Source: an optimization exercise on an open RTL-to-GDS flow (aim: small area). Production flows keep margins and buffers that such runs may drop. At most, simulation tests tie the RTL to the original design; equivalence was not proved. The flow treats the clock pin as an ideal source, which a real chip does not have.

== JK ==
==> flow/design.v (excerpt) <==
module fir (
    input  wire       clk,
    input  wire       rst_n,
    input  wire [3:0] din,
    output wire [3:0] dout
);
Size in the first run: roughly 280 cells after synthesis, about 10 I/O pins.
==> flow/config.mk <==
export PLATFORM = sky130hd
export DESIGN_NAME = fir
export DESIGN_NICKNAME = fir
export VERILOG_FILES = /design/flow/design.v
export SDC_FILE = /design/flow/constraint.sdc
export NUM_CORES = 4
export LEC_CHECK = 0
export CAP_MARGIN = 0
export CORE_MARGIN = 2
export CORE_UTILIZATION = 65
export GPL_TIMING_DRIVEN = 0
export SLEW_MARGIN = 0
export SYNTH_HIERARCHICAL = 1
export SYNTH_MINIMUM_KEEP_SIZE = 0
==> flow/constraint.sdc <==
create_clock -name core_clock -period 10.0 [get_ports {clk}]
set_input_delay 2.0000 -clock core_clock [delete_from_list [all_inputs] [get_ports {clk}]]
set_output_delay 2.0000 -clock core_clock [all_outputs]
set_load 0.01 [all_outputs]
standard.sh (not shown) runs the stock make flow with config.mk's settings and CLKGATE_MAP_FILE= SYNTH_SCRIPT=/design/flow/synth_recipe.tcl, a recipe that flattens the netlist after the stock synthesis.
==> flow/flow/run.sh <==
#!/bin/bash
# Own layout flow: the standard ORFS flow (standard.sh) with smaller port buffers
# and no CTS dummy loads. Everything else, including synthesis, is the standard flow.
set -euo pipefail
bash standard.sh \
  BUFFER_PORTS_ARGS="-buffer_cell sky130_fd_sc_hd__buf_1" \
  CTS_ARGS="-repair_clock_nets -buf_list sky130_fd_sc_hd__clkbuf_16 -root_buf sky130_fd_sc_hd__clkbuf_16 -distance_between_buffers 500 -dont_use_dummy_load" \
  finish > standard_flow.log 2>&1
Input changes introduced in MS (baseline for comparison: JK):
# JK
export LEC_CHECK = 0
export CAP_MARGIN = 0
export CORE_MARGIN = 2
export CORE_UTILIZATION = 65
export GPL_TIMING_DRIVEN = 0
export SLEW_MARGIN = 0
export SYNTH_HIERARCHICAL = 1
export SYNTH_MINIMUM_KEEP_SIZE = 0
create_clock -name core_clock -period 10.0 [get_ports {clk}]
# MS
export LEC_CHECK = 0
export CAP_MARGIN = 0
export CORE_MARGIN = 2
export CORE_UTILIZATION = 80
export GPL_TIMING_DRIVEN = 0
export SLEW_MARGIN = 0
export SYNTH_HIERARCHICAL = 1
export SYNTH_MINIMUM_KEEP_SIZE = 0
create_clock -name core_clock -period 10.0 [get_ports {clk}]
==> flow/flow/run.sh <==
#!/bin/bash
# Own layout flow: the standard ORFS flow (standard.sh) with smaller port buffers
# and no CTS dummy loads. Everything else, including synthesis, is the standard flow.
set -euo pipefail
bash standard.sh \
  BUFFER_PORTS_ARGS="-buffer_cell sky130_fd_sc_hd__buf_1" \
  CTS_ARGS="-sink_clustering_enable -repair_clock_nets -buf_list sky130_fd_sc_hd__clkbuf_8 -dont_use_dummy_load" \
  finish > standard_flow.log 2>&1
Notes after the runs:
Full die area ended up 18% lower on MS than on JK.
Delta (MS minus JK): routed via count divided by cell count went up by about 11%.
From JK to MS the numbers moved as follows: wire length of the first global-routing pass climbed 5.4%; post-detailed-routing wire length climbed 1200 um; multi-input gate share of total cell area climbed 0.89 points.
Compared with JK, MS shows a overall routing resource usage that is 9.5 points higher.
Minimum setup slack after placement for MS: 82 ps down relative to JK
Re share of cell area taken by flip-flops and latches: MS and JK aren't equal, and the higher value belongs to MS.
No functional check of the RTL was part of any run of this note.

---

Setup of job 6439:
Another version of the RTL of fir (not shown whole).
Size in the first run: roughly 290 cells after synthesis, about 110 flip-flops, roughly 10 I/O pins, about 5800 µm² of cells after synthesis.
export LEC_CHECK = 0
export CAP_MARGIN = 0
export CORE_MARGIN = 2
export CORE_UTILIZATION = 65
export CTS_BUF_LIST = sky130_fd_sc_hd__clkbuf_8
export GPL_TIMING_DRIVEN = 0
export SLEW_MARGIN = 0
export SYNTH_HIERARCHICAL = 1
export SYNTH_MINIMUM_KEEP_SIZE = 0
create_clock -name core_clock -period 10.0 [get_ports {clk}]
run.sh (not shown) runs the stock make flow with config.mk's settings and CLKGATE_MAP_FILE= SYNTH_SCRIPT=/design/flow/synth_recipe.tcl, a recipe that flattens the netlist after the stock synthesis.
Stock flow here: none of the scripts above is used.
Job 6439 finished every step from synthesis to the final layout, and the layout passed the timing, DRC and antenna checks.
--- input diff job 6439..job 7960 ---
==> flow/flow/run.sh (new file) <==
#!/bin/bash
# Own layout flow: the standard ORFS flow (standard.sh, including its synthesis) with
#  - the smallest buffer on the data ports (every port still gets its buffer),
#  - one buf_6 as the reset input buffer (set before repair_design, so no reset buffer tree),
#  - no CTS dummy loads.
# Each make step's full log stays under orfs/logs/; make's own output goes to standard_flow.log.
set -euo pipefail
bash standard.sh \
  BUFFER_PORTS_ARGS="-buffer_cell sky130_fd_sc_hd__buf_1" \
  PRE_RESIZE_TCL="$PWD/flow/pre_resize.tcl" \
  CTS_ARGS="-sink_clustering_enable -repair_clock_nets -buf_list sky130_fd_sc_hd__clkbuf_8 -dont_use_dummy_load" \
  finish > standard_flow.log 2>&1
==> flow/flow/pre_resize.tcl (new file) <==
# Drive the reset net from its (strong) input buffer alone, instead of a weak
# input buffer followed by a tree of repair buffers.
set block [ord::get_db_block]
set master [[ord::get_db] findMaster sky130_fd_sc_hd__buf_6]
set net [$block findNet rst_n]
foreach iterm [$net getITerms] {
  set inst [$iterm getInst]
  if {[string match "sky130_fd_sc_hd__buf_*" [[$inst getMaster] getName]]} {
    puts "pre_resize: [$inst getName] -> sky130_fd_sc_hd__buf_6"
    $inst swapMaster $master
  }
}
==> flow/standard.sh (new file) <==
#!/bin/bash
# synth_recipe.tcl (not shown) runs the flow's synth.tcl, then flattens the netlist and writes it again
# the make line also repeats each setting of config.mk as NAME=value (left out here)
make -C /OpenROAD-flow-scripts/flow DESIGN_CONFIG=/design/flow/config.mk WORK_HOME=/design/flow/orfs CLKGATE_MAP_FILE= SYNTH_SCRIPT=/design/flow/synth_recipe.tcl "${@:-finish}"
diff --git a/flow/config.mk b/flow/config.mk
--- a/flow/config.mk
+++ b/flow/config.mk
@@ -9,5 +9,4 @@
 export CORE_MARGIN = 2
 export CORE_UTILIZATION = 65
-export CTS_BUF_LIST = sky130_fd_sc_hd__clkbuf_8
 export GPL_TIMING_DRIVEN = 0
 export SLEW_MARGIN = 0
removed: flow/run.sh
==> run summary <==
- Job 7960 vs job 6439 — area growth from synthesis to layout dropped 2.9 points.
- Job 7960: done, clean on timing, DRC and antenna
- The last weighted congestion value of the routability-driven placer was comparable across job 7960 and job 6439.
- [diff] register-to-register slack, job 7960 relative to job 6439: improvement
Setup changes, job 7960 to job 2893
==> flow/flow/run.sh <==
#!/bin/bash
# Own layout flow: the standard ORFS flow (standard.sh, including its synthesis) with
#  - the smallest buffer on the data ports (every port still gets its buffer),
#  - one buf_6 as the reset input buffer (set before repair_design, so no reset buffer tree),
#  - a small hand-built clock tree (pre_cts.tcl) and no CTS dummy loads.
# Each make step's full log stays under orfs/logs/; make's own output goes to standard_flow.log.
set -euo pipefail
bash standard.sh \
  BUFFER_PORTS_ARGS="-buffer_cell sky130_fd_sc_hd__buf_1" \
  PRE_RESIZE_TCL="$PWD/flow/pre_resize.tcl" \
  PRE_CTS_TCL="$PWD/flow/pre_cts.tcl" \
  CTS_ARGS="-sink_clustering_enable -repair_clock_nets -buf_list sky130_fd_sc_hd__clkbuf_16 -dont_use_dummy_load" \
  finish > standard_flow.log 2>&1
==> flow/flow/pre_cts.tcl (new file) <==
# Manual clock tree: split the flip-flops into NC groups by position (k-means) and
# drive each group from one clkbuf_16 at the group's centre, fed straight from the
# clock port (NC <= 4 pins on the port). CTS then runs on what is left.
set NC 3
set block [ord::get_db_block]
set pts {}
foreach pin [get_pins -of_objects [get_nets clk]] {
  if {[get_property $pin direction] ne "input"} { continue }
  set inst [$block findInst [get_full_name [get_property $pin instance]]]
  set bb [$inst getBBox]
  lappend pts [list [expr {([$bb xMin] + [$bb xMax]) / 2.0}] [expr {([$bb yMin] + [$bb yMax]) / 2.0}] $pin]
}
puts "manual_cts: [llength $pts] clock sinks"
# k-means, seeded along x
set xs [lsort -real [lmap p $pts {lindex $p 0}]]
set ys [lmap p $pts {lindex $p 1}]
set ymid [expr {([tcl::mathfunc::min {*}$ys] + [tcl::mathfunc::max {*}$ys]) / 2.0}]
set cen {}
for {set i 0} {$i < $NC} {incr i} {
  lappend cen [list [lindex $xs [expr {int(($i + 0.5) * [llength $xs] / $NC)}]] $ymid]
}
for {set it 0} {$it < 50} {incr it} {
  set grp {}
  for {set i 0} {$i < $NC} {incr i} { lappend grp {} }
  foreach p $pts {
    set best 0; set bd 1e30
    for {set i 0} {$i < $NC} {incr i} {
      set c [lindex $cen $i]
      set d [expr {abs([lindex $p 0] - [lindex $c 0]) + abs([lindex $p 1] - [lindex $c 1])}]
      if {$d < $bd} { set bd $d; set best $i }
    }
    lset grp $best [concat [lindex $grp $best] [list $p]]
  }
  set cen {}
  foreach g $grp {
    set sx 0; set sy 0
    foreach p $g { set sx [expr {$sx + [lindex $p 0]}]; set sy [expr {$sy + [lindex $p 1]}] }
    set n [expr {max(1, [llength $g])}]
    lappend cen [list [expr {$sx / $n}] [expr {$sy / $n}]]
  }
}
set dbu [$block getDbUnitsPerMicron]
for {set i 0} {$i < $NC} {incr i} {
  set g [lindex $grp $i]
  set c [lindex $cen $i]
  set pins [lmap p $g {lindex $p 2}]
  puts "manual_cts: group $i: [llength $pins] sinks at [expr {[lindex $c 0] / $dbu}] [expr {[lindex $c 1] / $dbu}]"
  insert_buffer -buffer_cell sky130_fd_sc_hd__clkbuf_16 -net clk -load_pins $pins \
    -location [list [expr {[lindex $c 0] / $dbu}] [expr {[lindex $c 1] / $dbu}]] \
    -buffer_name manual_clkbuf_$i -net_name manual_clknet_$i
}
==> comparison <==
Status: job 2893 FAILED at 4_1_cts (tool error). Job 2893 against job 7960: number of port buffers now sits at about the same level, placement-stage cell area now sits at about the same level, number of synthesized flops with an enable pin now sits at about the same level. Re summed instance area of the synthesized netlist: no difference whatsoever between job 2893 and job 7960. Sequential cell area fraction in the yosys report came out exactly the same in job 7960 and job 2893. Changes observed in job 2893 relative to job 7960: synthesized netlist net count essentially unchanged, share of flip-flops with an asynchronous set or reset neither gained nor lost much. From job 7960 to job 2893, synthesized flop and latch total did not move at all. Comparing job 2893 against job 7960, there is no change at all in setup slack at placement. Job 7960 and job 2893 ended up with nearly the same mean post-synth cell area. Between job 7960 and job 2893, the difference in post-synthesis cell count is negligible.
Inputs modified between job 2893 and job 3341:
diff --git a/flow/flow/run.sh b/flow/flow/run.sh
--- a/flow/flow/run.sh
+++ b/flow/flow/run.sh
@@ -10,4 +10,4 @@
   PRE_RESIZE_TCL="$PWD/flow/pre_resize.tcl" \
   PRE_CTS_TCL="$PWD/flow/pre_cts.tcl" \
-  CTS_ARGS="-sink_clustering_enable -repair_clock_nets -buf_list sky130_fd_sc_hd__clkbuf_16 -dont_use_dummy_load" \
+  CTS_ARGS="-sink_clustering_enable -repair_clock_nets -buf_list {sky130_fd_sc_hd__clkbuf_8 sky130_fd_sc_hd__clkbuf_16} -dont_use_dummy_load" \
   finish > standard_flow.log 2>&1
==> flow/flow/pre_cts.tcl <==
set CAPS {32 32 32 12}
set CELLS {sky130_fd_sc_hd__clkbuf_16 sky130_fd_sc_hd__clkbuf_16 sky130_fd_sc_hd__clkbuf_16 sky130_fd_sc_hd__clkbuf_8}
set NC [llength $CAPS]
set block [ord::get_db_block]
set pts {}
foreach pin [get_pins -of_objects [get_nets clk]] {
  if {[get_property $pin direction] ne "input"} { continue }
  set inst [[sta::sta_to_db_pin $pin] getInst]
  set bb [$inst getBBox]
  lappend pts [list [expr {([$bb xMin] + [$bb xMax]) / 2.0}] [expr {([$bb yMin] + [$bb yMax]) / 2.0}] $pin]
}
puts "manual_cts: [llength $pts] clock sinks"
# k-means, seeded along x
set xs [lsort -real [lmap p $pts {lindex $p 0}]]
set ys [lmap p $pts {lindex $p 1}]
set ymid [expr {([tcl::mathfunc::min {*}$ys] + [tcl::mathfunc::max {*}$ys]) / 2.0}]
set cen {}
for {set i 0} {$i < $NC} {incr i} {
  lappend cen [list [lindex $xs [expr {int(($i + 0.5) * [llength $xs] / $NC)}]] $ymid]
}
# k-means where group i takes at most [lindex $CAPS $i] sinks
for {set it 0} {$it < 50} {incr it} {
  set pairs {}
  for {set j 0} {$j < [llength $pts]} {incr j} {
    set p [lindex $pts $j]
    for {set i 0} {$i < $NC} {incr i} {
      set c [lindex $cen $i]
      lappend pairs [list [expr {abs([lindex $p 0] - [lindex $c 0]) + abs([lindex $p 1] - [lindex $c 1])}] $j $i]
    }
  }
  set pairs [lsort -real -index 0 $pairs]
  set asg [lrepeat [llength $pts] -1]
  set cnt [lrepeat $NC 0]
  foreach pr $pairs {
    lassign $pr d j i
    if {[lindex $asg $j] >= 0 || [lindex $cnt $i] >= [lindex $CAPS $i]} { continue }
    lset asg $j $i
    lset cnt $i [expr {[lindex $cnt $i] + 1}]
  }
  set grp {}
  for {set i 0} {$i < $NC} {incr i} { lappend grp {} }
  for {set j 0} {$j < [llength $pts]} {incr j} {
    set i [lindex $asg $j]
    lset grp $i [concat [lindex $grp $i] [list [lindex $pts $j]]]
  }
  set cen {}
  foreach g $grp {
    set sx 0; set sy 0
    foreach p $g { set sx [expr {$sx + [lindex $p 0]}]; set sy [expr {$sy + [lindex $p 1]}] }
    set n [expr {max(1, [llength $g])}]
    lappend cen [list [expr {$sx / $n}] [expr {$sy / $n}]]
  }
}
set dbu [$block getDbUnitsPerMicron]
for {set i 0} {$i < $NC} {incr i} {
  set g [lindex $grp $i]
  set c [lindex $cen $i]
  set pins [lmap p $g {lindex $p 2}]
  puts "manual_cts: group $i: [llength $pins] sinks at [expr {[lindex $c 0] / $dbu}] [expr {[lindex $c 1] / $dbu}]"
  insert_buffer -buffer_cell [lindex $CELLS $i] -net clk -load_pins $pins \
    -location [list [expr {[lindex $c 0] / $dbu}] [expr {[lindex $c 1] / $dbu}]] \
    -buffer_name manual_clkbuf_$i -net_name manual_clknet_$i
}
--- outcome ---
- Job 2893: aborted in 4_1_cts (tool error)
- Having completed the whole flow, job 3341 delivered a layout that passed the timing, DRC and antenna checks.
- As far as post-synthesis sequential element count goes, job 3341 and job 2893 are indistinguishable; the numbers are identical.
- From job 3341 to job 2893, pre-CTS setup slack did not move at all.
- Compared with job 2893, in job 3341 count of flip-flops with a built-in enable after synthesis flat, initial core utilization saw little to no change, number of standard cells after synthesis held, number of placed instances with taps included stayed essentially flat.
- For basic-gate share of the synthesized area counting and, or, nand and nor cells, job 2893 and job 3341 come out practically identical.
- Reported for job 3341 and job 2893, area of the mapped netlist turned out identical to the last digit.
- Die span in y: job 2893 vs job 3341 identical

[re-timing with driven ports]
How much do the figures lean on ideal ports? The routed layouts below were timed once more, with nothing changed but the port constraints. Step 1 assumes that a clkbuf_16 drives the clock port and a buf_2 every other input. Step 2 times the ports against the registers' clock, not the clock port: input delays grow and output delays shrink by t, the midpoint of the rising clock arrivals with the driver on. Three values: no drivers, after step 1, after step 2; two values: the first two.
run	shift t [ns]	setup WS [ns]	worst register clock-pin slew, ns	worst data-port slew with drivers (ns)
JK	0.367	1.570 / 1.570 / 1.445	0.07 / 0.07	0.03
MS	0.396	1.459 / 1.459 / 1.432	0.09 / 0.09	0.03
job 6439	0.409	2.044 / 2.044 / 1.965	0.12 / 0.12	0.03
job 7960	0.371	2.092 / 2.092 / 2.092	0.11 / 0.11	0.04
job 3341	0.235	2.128 / 2.128 / 2.128	0.12 / 0.12	0.04
After both steps every run listed still meets setup and hold. The setup slack of JK, which loses most, moves by 0.000 ns with the drivers and by -0.125 ns with both steps.
